This design comes from an exercise in tuning for small area and a short achievable clock period on the open sky130 flow, not from production work.
The RTL was checked by simulation tests, not by an equivalence proof against the original design.

==> design/flow/run.sh <==
#!/bin/bash
# synth_recipe.tcl (not shown) runs the flow's synth.tcl, then flattens the netlist and writes it again
# the make line also repeats each setting of config.mk as NAME=value (left out here)
make -C /OpenROAD-flow-scripts/flow DESIGN_CONFIG=/design/flow/config.mk WORK_HOME=/design/flow/orfs CLKGATE_MAP_FILE= SYNTH_SCRIPT=/design/flow/synth_recipe.tcl finish
==> design/flow/config.mk <==
export PLATFORM = sky130hd
export DESIGN_NAME = PE
export DESIGN_NICKNAME = PE
export VERILOG_FILES = /design/flow/design.v
export SDC_FILE = /design/flow/constraint.sdc
export NUM_CORES = 4
export LEC_CHECK = 0
export CAP_MARGIN = 20
export CORE_MARGIN = 2
export CORE_UTILIZATION = 40
export SLEW_MARGIN = 20
==> design/flow/constraint.sdc <==
create_clock -name core_clock -period 10.0 [get_ports {clk}]
set_input_delay 2.0000 -clock core_clock [delete_from_list [all_inputs] [get_ports {clk}]]
set_output_delay 2.0000 -clock core_clock [all_outputs]
set_load 0.01 [all_outputs]
==> design/flow/design.v <==
module PE#(
    parameter d_width = 32,
    parameter a_width = 8,
    parameter iact_size =  5,
    parameter kernel_size = 3
)
(
    input start,
    input clk, rst_n,
    input [d_width -1 : 0] weight,
    input [d_width -1 : 0] iact,
    output reg load_weight,
    output reg load_iact,
    output reg done,
    output reg [d_width -1 : 0] pe_out
);
    reg [2:0] state, next_state;
    parameter S0 = 3'd0;
    parameter S1 = 3'd1;
    parameter S2 = 3'd2;
    parameter S3 = 3'd3;
    parameter S4 = 3'd4;
    reg [d_width -1 : 0] buffer_iact [0:4];
    reg [d_width -1 : 0] buffer_weight[0:4];
    reg [d_width -1 : 0] buffer_out[0:2];
    reg [2:0] cnt_load_iact, cnt_load_weight;
    reg [2:0] cnt_com_iact, cnt_com_weight, index_out;
    integer i;
    always@(posedge clk, negedge rst_n) begin
        if(!rst_n) begin
            state <= S0;
            cnt_com_iact <= 0;
            cnt_com_weight <= 0;
            cnt_load_iact <= 0;
            cnt_load_weight <= 0;
            index_out <= 0;
            load_iact <= 0;
            load_weight <= 0;
            done <= 0;
            pe_out <= 0;
            for (i = 0; i < 3; i = i + 1) begin
              buffer_out[i] <= 0;
            end
        end
        else begin
            case(state) 
                S0: begin 
                    done <= 0;
                    if(start) state <= S1;
                    else state <= S0;
                    cnt_com_iact <= 0;
                    cnt_com_weight <= 0;
                    cnt_load_iact <= 0;
                    cnt_load_weight <= 0;
                    index_out <= 0;
                    load_iact <= 0;
                    load_weight <= 0;
                    pe_out <= 0;
                    for (i = 0; i < 3; i = i + 1) begin
                        buffer_out[i] <= 0;
                    end
                end
                S1: begin
                    if(cnt_load_iact < iact_size) begin
                        buffer_iact[cnt_load_iact] <= iact;
                        cnt_load_iact <= cnt_load_iact + 1;
                        state <= S1;
                    end
                    else begin
                        state <= S2;
                        load_iact <= 1;
                        cnt_load_iact <= 0;
                    end
                end
                S2: begin
                    if(cnt_load_weight < kernel_size) begin
                        buffer_weight[cnt_load_weight] <= weight;
                        cnt_load_weight <= cnt_load_weight + 1;
                        state <= S2;
                    end
                    else begin
                        state <= S3;
                        load_weight <= 1;
                        cnt_load_weight <= 0;
                    end
                end
                S3: begin
                    if(cnt_com_weight < kernel_size) begin
                        buffer_out[index_out] <= buffer_out[index_out] + buffer_iact[cnt_com_iact] * buffer_weight[cnt_com_weight];                        
                        cnt_com_iact <= cnt_com_iact + 1;
                        cnt_com_weight <= cnt_com_weight +1;
                        state <= S3;
                        done <= 0;
                    end
                    else begin
                        if(index_out < (iact_size - kernel_size + 1)) begin
                            index_out <= index_out + 1;
                            cnt_com_weight <= 0;
                            cnt_com_iact <= index_out + 1;
                            done <= 1;
                            pe_out <= buffer_out[index_out];
                            state <= S3;
                        end
                        else begin
                            cnt_com_iact <= 0;
                            cnt_com_weight <= 0;
                            index_out <= 0;
                            state <= S4;
                        end
                    end
                end
                S4: begin 
                    state <= S0;
                end
                default: state <= S0;
            endcase
        end
    end
endmodule
==> results.toml <==
[synth]
async_flop_share_pct = 31.8
synth_edf_count = 320
avgSynthCellArea_sq_um = 10.7
synth_cell_types = 61
ys.warnings.count = 4
synth-seq-area-share_pct = 38.0
synth_area_sq_um = 35100
synth_ff_type = "edfxtp_1"
syn_inst = 3288
ys_top_cells_by_area = "edfxtp_1, fa_1, dfrtp_1"
ys_ff_latch = 469
synth_top_area_share_pct = 27.4
yosys.area.top_type = "edfxtp_1"

[die]
ios = 102
initial_core_util_pct = 40.4
fp-row-count = 108
core_area_sq_um = 86900
die_area_sq_um = 90100
die_x_um = 300
die_h_um = 300

[flow_run]
max_cap_viol_count = 0

[cells_and_area]
utilization_pct = 45.7
nets = 4107
drive_gt1_share_pct = 9.25
diodes = 0
area_growth_pct = 13.2

[critical_path]
cp_data_arrival_time_ns = 9.77
cp_max_fo = 25
path_delay_family = "adder cells"
worst_setup_path_start_kind = "flop"
cp_slowest_cell = "o21bai_4"
path_buf_inv = 10
cp.required_ns = 10.48
crit_path_max_incr_delay_ns = 0.67
crit_type = "reg -> reg"
setup.worst_path.end_class = "flop"

[sta]
finalSetupViolations = 0
post-route-period-util_pct = 92.9
max_slew_margin_pct = 29.9
period_needed_ns = 9.29
max_freq_ghz = 0.108
finClkSkew_ns = 0.0555
max_slew.worst_pin.slew_ns = 1.05
finalHoldViolations = 0
rsz0062_at_grt = "false"
slew_viol_final = 0
fin_setup_tns_ns = 0

[clocking]
path_clk_slew_ns = 0.06
clock_latency_ns = 0.62
htreeDepth = 2
cts_root_buf = "clkbuf_16"
cts_made_buffers = 50
cts_max_path_buffers = 3
cts_tree = "yes"
cts_hold_buf = 0
cts_sinks = 469

[hold_path]
hp-class = "reg -> reg"

[placement]
dp_hpwl_mm = 70.1
gp_congestion = 0.880
port_buffers = 101

[global_routing]
antenna_found_initial = 1
grt_max_degree = 84
grt-ovfl-total = 0
grt_pass1_wl_mm = 143
first_global_vias = 24251
grt_use_total_pct = 21.0

[status]
status = "timing/DRC/antenna clean"

[route]
vias = 23721
drtPass1Iterations = 7
drc_errors = 0
drt_iter0_drc = 1644
via_per_inst = 5.10
ant_nets = 0
wl_mm = 93.2
wl_per_cell_um = 20.1
worst paths after layout:
check                                 start           endpoint  slack (ns)  cells after the start
hold reg to reg            buffer_out[1][4]   buffer_out[1][4]        0.48                      2
min in group asynchronous             rst_n       index_out[2]        1.44                      1
setup reg to reg            cnt_com_iact[0]  buffer_out[1][31]        0.71                     34
setup / recovery            cnt_com_iact[0]  buffer_out[1][31]        0.71                     34
max in group asynchronous             rst_n         pe_out[17]        7.11                      2
hold / removal             buffer_out[1][4]   buffer_out[1][4]        0.48                      2
through the flow:
stage | hold WS (ns) | area, sq um | std cells | setup slack (ns)
after floorplan | 0.449 | 35300 | 3351 | 1.24
after CTS | 0.480 | 39700 | 4647 | 0.570
final | 0.477 | 39700 | 4648 | 0.709
after global routing | 0.502 | 39700 | 4648 | 0.103
after detailed placement | 0.467 | 38100 | 4557 | 0.622
after global placement | 0.461 | 38100 | 4557 | 0.674
sequential cells by signal, indices dropped and copies added, names as in the netlist:
register         flops
load_iact            1
buffer_out          96
index_out            3
done                 1
cnt_load_weight      3
cnt_com_iact         3
state                3
cnt_load_iact        3
cnt_com_weight       3
pe_out              32
load_weight          1
buffer_weight      160
buffer_iact        160
synth_stat cells (all sizes together) (3+ instances only):
cell and instances:
inv 532, nor2 440, fa 438, edfxtp 320, nand2 267, dfrtp 149, ha 147, o21ai 129
clkbuf 128, a22oi 84, nand3b 80, or2 76, xnor2 63, a21oi 61, nand3 56, mux2i 45
nand4 42, buf 36, nand2b 33, a22o 22, xor2 18, o31ai 15, mux2 11, a21o 10
a31oi 10, nor2b 9, a31o 8, nor3 7, o21bai 7, and2 6, or3 6, o21a 4
and3 3, o211ai 3
cells in the final DEF, fill, tap and decap left out, types with 76 or more instances in the layout:
cell type,netlist,layout
inv_1,532,532
nand2_1,267,267
fa_1,438,438
edfxtp_1,320,320
buf_4,4,113
a22oi_1,84,84
o21ai_0,123,123
ha_1,147,147
or2_2,76,76
nand3b_1,80,80
nor2_1,440,436
clkdlybuf4s50_1,0,100
dfrtp_1,149,149
area by class of cell:
type,count,area (sq um)
inverter,532,2000
clock inverter,22,220
multi-input combinational,2186,19400
sequential,469,13300
clock buffer,68,1390
fill,8164,47200
timing repair buffer,216,1890
tap,1155,1450
worst register-to-register path: cells and delay by family (launching register included):
kind | cells | cell delay, ns
fa+ha+maj | 10 | 4.11
compound gates | 10 | 2.84
xor+xnor | 1 | 0.28
buf+inv | 10 | 1.23
simple gates | 3 | 0.26
flops | 1 | 0.43
routing by layer:
metal  track usage, %  wire length (um)  up-vias
li1                 -                 -    10814
met1             26.4             37000    12026
met2             35.2             45500      674
met3             3.55              5590      207
met4             10.5              5070        0
met5                0                 0        -
cell families (layout without fill, tap and decap cells):
logic type	count (synthesis)	after routing	synth area share [%]
AOI/OAI and AO/OA	369	369	6.82
xor gates and xnor gates	83	83	2.15
adders and majority gates	585	585	30.2
buffers and inverters	696	838	7.68
DFF	469	469	38.0
muxes	56	56	1.67
other	1	64	0.0107
and+or+nand+nor	1029	1029	13.4
timing repair:
action / in CTS / in global routing
setup buffers: 0 / 0
setup endpoints to repair: 0 / 2
resized for setup: 0 / 1

==> afterwards: timing with drivers on the ports <==
Ports are ideal in the flow. The routed layout listed here was re-timed in OpenROAD. Step 1, drivers: a clkbuf_16 drives clk and a buf_2 each remaining input, both assumed. Step 2 moves the port delays by t, midway between the first and last clock arrival at a register: inputs arrive t later, outputs are due t later. That takes back most of the time a late clock gives input paths. Slacks: ideal / step 1 / step 2; pairs: ideal / step 1.
t (ns): 0.662
slack for setup (ns): 0.709 / 0.709 / 0.709
worst setup path after step 2: register to register
worst register clock-pin slew, ns: 0.07 / 0.07
After both steps this run still meets setup and hold. For this run, drivers alone change the setup slack by 0.000 ns; drivers and shift together by 0.000 ns.
